Context: an optimization exercise on an open-source flow, tuned for small area, a short achievable clock period and few clock cycles per item. The choices shown serve that exercise and are no tape-out recipe.
Function was checked by simulation only, so behaviour that the tests miss may differ from the original.
The flow treats the clock pin as an ideal source. Dropping or thinning the clock tree relies on that and would not hold on a real chip.
Power and IR drop assume default switching activity.

Setup of before:
==> flow/design.v <==
module divider (clk, quot, rem, fin, dvdend, dvsor, reset);
	output [31:0] quot;
	output [63:0] rem;
	output fin;
	input [63:0] dvdend;
	input [31:0] dvsor;
	input clk, reset;
	reg [31:0] r;     
	reg [31:0] q;     
	reg [4:0] cnt;    
	reg ld;           
	reg fin;
	reg [31:0] d;     
	wire [31:0] a = {r[30:0], q[31]};
	wire [31:0] p = a ^ ~d;
	wire [31:0] g0 = {a[31:1] & ~d[31:1], a[0] | ~d[0]};
	wire [31:0] p0 = p;
	wire g1_1 = g0[1] | (p0[1] & g0[0]);
	wire p1_1 = p0[1] & p0[0];
	wire g1_3 = g0[3] | (p0[3] & g0[2]);
	wire p1_3 = p0[3] & p0[2];
	wire g1_5 = g0[5] | (p0[5] & g0[4]);
	wire p1_5 = p0[5] & p0[4];
	wire g1_7 = g0[7] | (p0[7] & g0[6]);
	wire p1_7 = p0[7] & p0[6];
	wire g1_9 = g0[9] | (p0[9] & g0[8]);
	wire p1_9 = p0[9] & p0[8];
	wire g1_11 = g0[11] | (p0[11] & g0[10]);
	wire p1_11 = p0[11] & p0[10];
	wire g1_13 = g0[13] | (p0[13] & g0[12]);
	wire p1_13 = p0[13] & p0[12];
	wire g1_15 = g0[15] | (p0[15] & g0[14]);
	wire p1_15 = p0[15] & p0[14];
	wire g1_17 = g0[17] | (p0[17] & g0[16]);
	wire p1_17 = p0[17] & p0[16];
	wire g1_19 = g0[19] | (p0[19] & g0[18]);
	wire p1_19 = p0[19] & p0[18];
	wire g1_21 = g0[21] | (p0[21] & g0[20]);
	wire p1_21 = p0[21] & p0[20];
	wire g1_23 = g0[23] | (p0[23] & g0[22]);
	wire p1_23 = p0[23] & p0[22];
	wire g1_25 = g0[25] | (p0[25] & g0[24]);
	wire p1_25 = p0[25] & p0[24];
	wire g1_27 = g0[27] | (p0[27] & g0[26]);
	wire p1_27 = p0[27] & p0[26];
	wire g1_29 = g0[29] | (p0[29] & g0[28]);
	wire p1_29 = p0[29] & p0[28];
	wire g1_31 = g0[31] | (p0[31] & g0[30]);
	wire p1_31 = p0[31] & p0[30];
	wire g2_2 = g0[2] | (p0[2] & g1_1);
	wire p2_2 = p0[2] & p1_1;
	wire g2_3 = g1_3 | (p1_3 & g1_1);
	wire p2_3 = p1_3 & p1_1;
	wire g2_6 = g0[6] | (p0[6] & g1_5);
	wire p2_6 = p0[6] & p1_5;
	wire g2_7 = g1_7 | (p1_7 & g1_5);
	wire p2_7 = p1_7 & p1_5;
	wire g2_10 = g0[10] | (p0[10] & g1_9);
	wire p2_10 = p0[10] & p1_9;
	wire g2_11 = g1_11 | (p1_11 & g1_9);
	wire p2_11 = p1_11 & p1_9;
	wire g2_14 = g0[14] | (p0[14] & g1_13);
	wire p2_14 = p0[14] & p1_13;
	wire g2_15 = g1_15 | (p1_15 & g1_13);
	wire p2_15 = p1_15 & p1_13;
	wire g2_18 = g0[18] | (p0[18] & g1_17);
	wire p2_18 = p0[18] & p1_17;
	wire g2_19 = g1_19 | (p1_19 & g1_17);
	wire p2_19 = p1_19 & p1_17;
	wire g2_22 = g0[22] | (p0[22] & g1_21);
	wire p2_22 = p0[22] & p1_21;
	wire g2_23 = g1_23 | (p1_23 & g1_21);
	wire p2_23 = p1_23 & p1_21;
	wire g2_26 = g0[26] | (p0[26] & g1_25);
	wire p2_26 = p0[26] & p1_25;
	wire g2_27 = g1_27 | (p1_27 & g1_25);
	wire p2_27 = p1_27 & p1_25;
	wire g2_30 = g0[30] | (p0[30] & g1_29);
	wire p2_30 = p0[30] & p1_29;
	wire g2_31 = g1_31 | (p1_31 & g1_29);
	wire p2_31 = p1_31 & p1_29;
	wire g3_4 = g0[4] | (p0[4] & g2_3);
	wire p3_4 = p0[4] & p2_3;
	wire g3_5 = g1_5 | (p1_5 & g2_3);
	wire p3_5 = p1_5 & p2_3;
	wire g3_6 = g2_6 | (p2_6 & g2_3);
	wire p3_6 = p2_6 & p2_3;
	wire g3_7 = g2_7 | (p2_7 & g2_3);
	wire p3_7 = p2_7 & p2_3;
	wire g3_12 = g0[12] | (p0[12] & g2_11);
	wire p3_12 = p0[12] & p2_11;
	wire g3_13 = g1_13 | (p1_13 & g2_11);
	wire p3_13 = p1_13 & p2_11;
	wire g3_14 = g2_14 | (p2_14 & g2_11);
	wire p3_14 = p2_14 & p2_11;
	wire g3_15 = g2_15 | (p2_15 & g2_11);
	wire p3_15 = p2_15 & p2_11;
	wire g3_20 = g0[20] | (p0[20] & g2_19);
	wire p3_20 = p0[20] & p2_19;
	wire g3_21 = g1_21 | (p1_21 & g2_19);
	wire p3_21 = p1_21 & p2_19;
	wire g3_22 = g2_22 | (p2_22 & g2_19);
	wire p3_22 = p2_22 & p2_19;
	wire g3_23 = g2_23 | (p2_23 & g2_19);
	wire p3_23 = p2_23 & p2_19;
	wire g3_28 = g0[28] | (p0[28] & g2_27);
	wire p3_28 = p0[28] & p2_27;
	wire g3_29 = g1_29 | (p1_29 & g2_27);
	wire p3_29 = p1_29 & p2_27;
	wire g3_30 = g2_30 | (p2_30 & g2_27);
	wire p3_30 = p2_30 & p2_27;
	wire g3_31 = g2_31 | (p2_31 & g2_27);
	wire p3_31 = p2_31 & p2_27;
	wire g4_8 = g0[8] | (p0[8] & g3_7);
	wire p4_8 = p0[8] & p3_7;
	wire g4_9 = g1_9 | (p1_9 & g3_7);
	wire p4_9 = p1_9 & p3_7;
	wire g4_10 = g2_10 | (p2_10 & g3_7);
	wire p4_10 = p2_10 & p3_7;
	wire g4_11 = g2_11 | (p2_11 & g3_7);
	wire p4_11 = p2_11 & p3_7;
	wire g4_12 = g3_12 | (p3_12 & g3_7);
	wire p4_12 = p3_12 & p3_7;
	wire g4_13 = g3_13 | (p3_13 & g3_7);
	wire p4_13 = p3_13 & p3_7;
	wire g4_14 = g3_14 | (p3_14 & g3_7);
	wire p4_14 = p3_14 & p3_7;
	wire g4_15 = g3_15 | (p3_15 & g3_7);
	wire p4_15 = p3_15 & p3_7;
	wire g4_24 = g0[24] | (p0[24] & g3_23);
	wire p4_24 = p0[24] & p3_23;
	wire g4_25 = g1_25 | (p1_25 & g3_23);
	wire p4_25 = p1_25 & p3_23;
	wire g4_26 = g2_26 | (p2_26 & g3_23);
	wire p4_26 = p2_26 & p3_23;
	wire g4_27 = g2_27 | (p2_27 & g3_23);
	wire p4_27 = p2_27 & p3_23;
	wire g4_28 = g3_28 | (p3_28 & g3_23);
	wire p4_28 = p3_28 & p3_23;
	wire g4_29 = g3_29 | (p3_29 & g3_23);
	wire p4_29 = p3_29 & p3_23;
	wire g4_30 = g3_30 | (p3_30 & g3_23);
	wire p4_30 = p3_30 & p3_23;
	wire g4_31 = g3_31 | (p3_31 & g3_23);
	wire p4_31 = p3_31 & p3_23;
	wire g5_16 = g0[16] | (p0[16] & g4_15);
	wire p5_16 = p0[16] & p4_15;
	wire g5_17 = g1_17 | (p1_17 & g4_15);
	wire p5_17 = p1_17 & p4_15;
	wire g5_18 = g2_18 | (p2_18 & g4_15);
	wire p5_18 = p2_18 & p4_15;
	wire g5_19 = g2_19 | (p2_19 & g4_15);
	wire p5_19 = p2_19 & p4_15;
	wire g5_20 = g3_20 | (p3_20 & g4_15);
	wire p5_20 = p3_20 & p4_15;
	wire g5_21 = g3_21 | (p3_21 & g4_15);
	wire p5_21 = p3_21 & p4_15;
	wire g5_22 = g3_22 | (p3_22 & g4_15);
	wire p5_22 = p3_22 & p4_15;
	wire g5_23 = g3_23 | (p3_23 & g4_15);
	wire p5_23 = p3_23 & p4_15;
	wire g5_24 = g4_24 | (p4_24 & g4_15);
	wire p5_24 = p4_24 & p4_15;
	wire g5_25 = g4_25 | (p4_25 & g4_15);
	wire p5_25 = p4_25 & p4_15;
	wire g5_26 = g4_26 | (p4_26 & g4_15);
	wire p5_26 = p4_26 & p4_15;
	wire g5_27 = g4_27 | (p4_27 & g4_15);
	wire p5_27 = p4_27 & p4_15;
	wire g5_28 = g4_28 | (p4_28 & g4_15);
	wire p5_28 = p4_28 & p4_15;
	wire g5_29 = g4_29 | (p4_29 & g4_15);
	wire p5_29 = p4_29 & p4_15;
	wire g5_30 = g4_30 | (p4_30 & g4_15);
	wire p5_30 = p4_30 & p4_15;
	wire g5_31 = g4_31 | (p4_31 & g4_15);
	wire p5_31 = p4_31 & p4_15;
	wire [31:0] c = {g5_30, g5_29, g5_28, g5_27, g5_26, g5_25, g5_24, g5_23, g5_22, g5_21, g5_20, g5_19, g5_18, g5_17, g5_16, g4_15, g4_14, g4_13, g4_12, g4_11, g4_10, g4_9, g4_8, g3_7, g3_6, g3_5, g3_4, g2_3, g2_2, g1_1, g0[0], 1'b1};    
	wire [31:0] diff = p ^ c;
	wire nb = r[31] | g5_31;    
	always @(posedge clk) begin
		ld <= reset;
		d <= dvsor;
		if (reset) begin
			fin <= 1'b0;
			cnt <= 5'd0;
		end else if (!ld) begin
			cnt <= cnt + 5'd1;
			if (cnt == 5'd31)
				fin <= 1'b1;
		end
		if (ld) begin
			r <= dvdend[63:32];
			q <= dvdend[31:0];
		end else begin
			r <= nb ? diff : a;
			q <= {q[30:0], nb};
		end
	end
	assign quot = q;
	assign rem = {r, 32'h0};
endmodule
==> flow/config.mk <==
export PLATFORM = sky130hd
export DESIGN_NAME = divider
export DESIGN_NICKNAME = divider
export VERILOG_FILES = /design/flow/design.v
export SDC_FILE = /design/flow/constraint.sdc
export NUM_CORES = 4
export LEC_CHECK = 0
export ABC_AREA = 1
export CAP_MARGIN = 20
export CORE_MARGIN = 2
export CORE_UTILIZATION = 55
export SETUP_SLACK_MARGIN = 4.75
export SLEW_MARGIN = 20
==> flow/constraint.sdc <==
create_clock -name core_clock -period 7.0 [get_ports {clk}]
set_input_delay 1.4000 -clock core_clock [delete_from_list [all_inputs] [get_ports {clk}]]
set_output_delay 1.4000 -clock core_clock [all_outputs]
set_load 0.01 [all_outputs]
standard.sh (not shown) runs the stock make flow with config.mk's settings and CLKGATE_MAP_FILE= SYNTH_SCRIPT=/design/flow/synth_recipe.tcl, a recipe that flattens the netlist after the stock synthesis.
==> flow/flow/run.sh <==
#!/bin/bash
# Standard layout, with the port buffers made of the smallest buffer cell.
set -euo pipefail
export BUFFER_PORTS_ARGS="-buffer_cell sky130_fd_sc_hd__buf_1"
export SKIP_REPAIR_TIE_FANOUT=1
export PRE_CTS_TCL="$PWD/flow/pre_cts.tcl"
export MANUAL_CTS_NBUF=4
export ADDER_MAP_FILE=
bash standard.sh > standard.log 2>&1
Other scripts of this flow, unchanged in this note and not shown: flow/flow/pre_cts.tcl
Testbench counts of before, summed over its fixed seeds: cycles 108,800, items 3,200.
For after, these inputs were changed with respect to before:
Settings: SETUP_SLACK_MARGIN changed from 4.75 to 4.65.
==> flow/flow/run.sh <==
#!/bin/bash
# The standard layout (standard.sh), with three changes:
# - the port buffers are the smallest buffer cell (buf_1), one per port as usual;
# - tie cells are not duplicated per load (one tie cell drives rem[31:0]);
# - the clock tree is one level of four clkbuf_16 buffers, each driving a
#   quarter of the flip-flops (flow/pre_cts.tcl), in place of TritonCTS's tree.
# Each tool's full output goes to standard.log and to ORFS's own logs.
set -euo pipefail
export BUFFER_PORTS_ARGS="-buffer_cell sky130_fd_sc_hd__buf_1"
export SKIP_REPAIR_TIE_FANOUT=1
export PRE_CTS_TCL="$PWD/flow/pre_cts.tcl"
export MANUAL_CTS_NBUF=4
bash standard.sh > standard.log 2>&1
Findings:
after reached the final stage; the timing, DRC and antenna checks on its layout passed. Where half-perimeter wire length of the detailed placement result is concerned, before is outperformed by after. The largest net degree at the start of global routing number comes out higher for after vs before. The worst setup slack of after falls short of that of before by 0.082 ns. after ended with less leakage power total than before. Routed wire in after totals less than in before.
In every run of this note, the design's own scripts or RTL, not TritonCTS, make the clock network.

[static timing again, ports no longer ideal]
The flow's constraints put no driver on any port. The routed layouts listed below were extracted and timed again, unchanged, in two steps.
Step 1: set_driving_cell puts a clkbuf_16 on clk and a buf_2 on each other input, an assumption about the parent block.
Step 2 adds t to the input delays and takes it off the output delays; t is the mean of the earliest and latest rising clock arrival at the registers after step 1. Input paths then give back, and output paths get back, about the clock's delay inside the block.
Slacks: ideal / step 1 / step 2; pairs: ideal / step 1.
run | t, ns | setup WS [ns] | clock arrival spread, ns | worst slew at a driven data input, ns | cell pins on the clock port's net
before | 0.242 | 4.836 / 4.756 / 4.875 | 0.024 / 0.024 | 0.07 | 4
after | 0.240 | 4.753 / 4.732 / 4.753 | 0.009 / 0.009 | 0.05 | 4
After both steps every run listed still meets setup and hold.
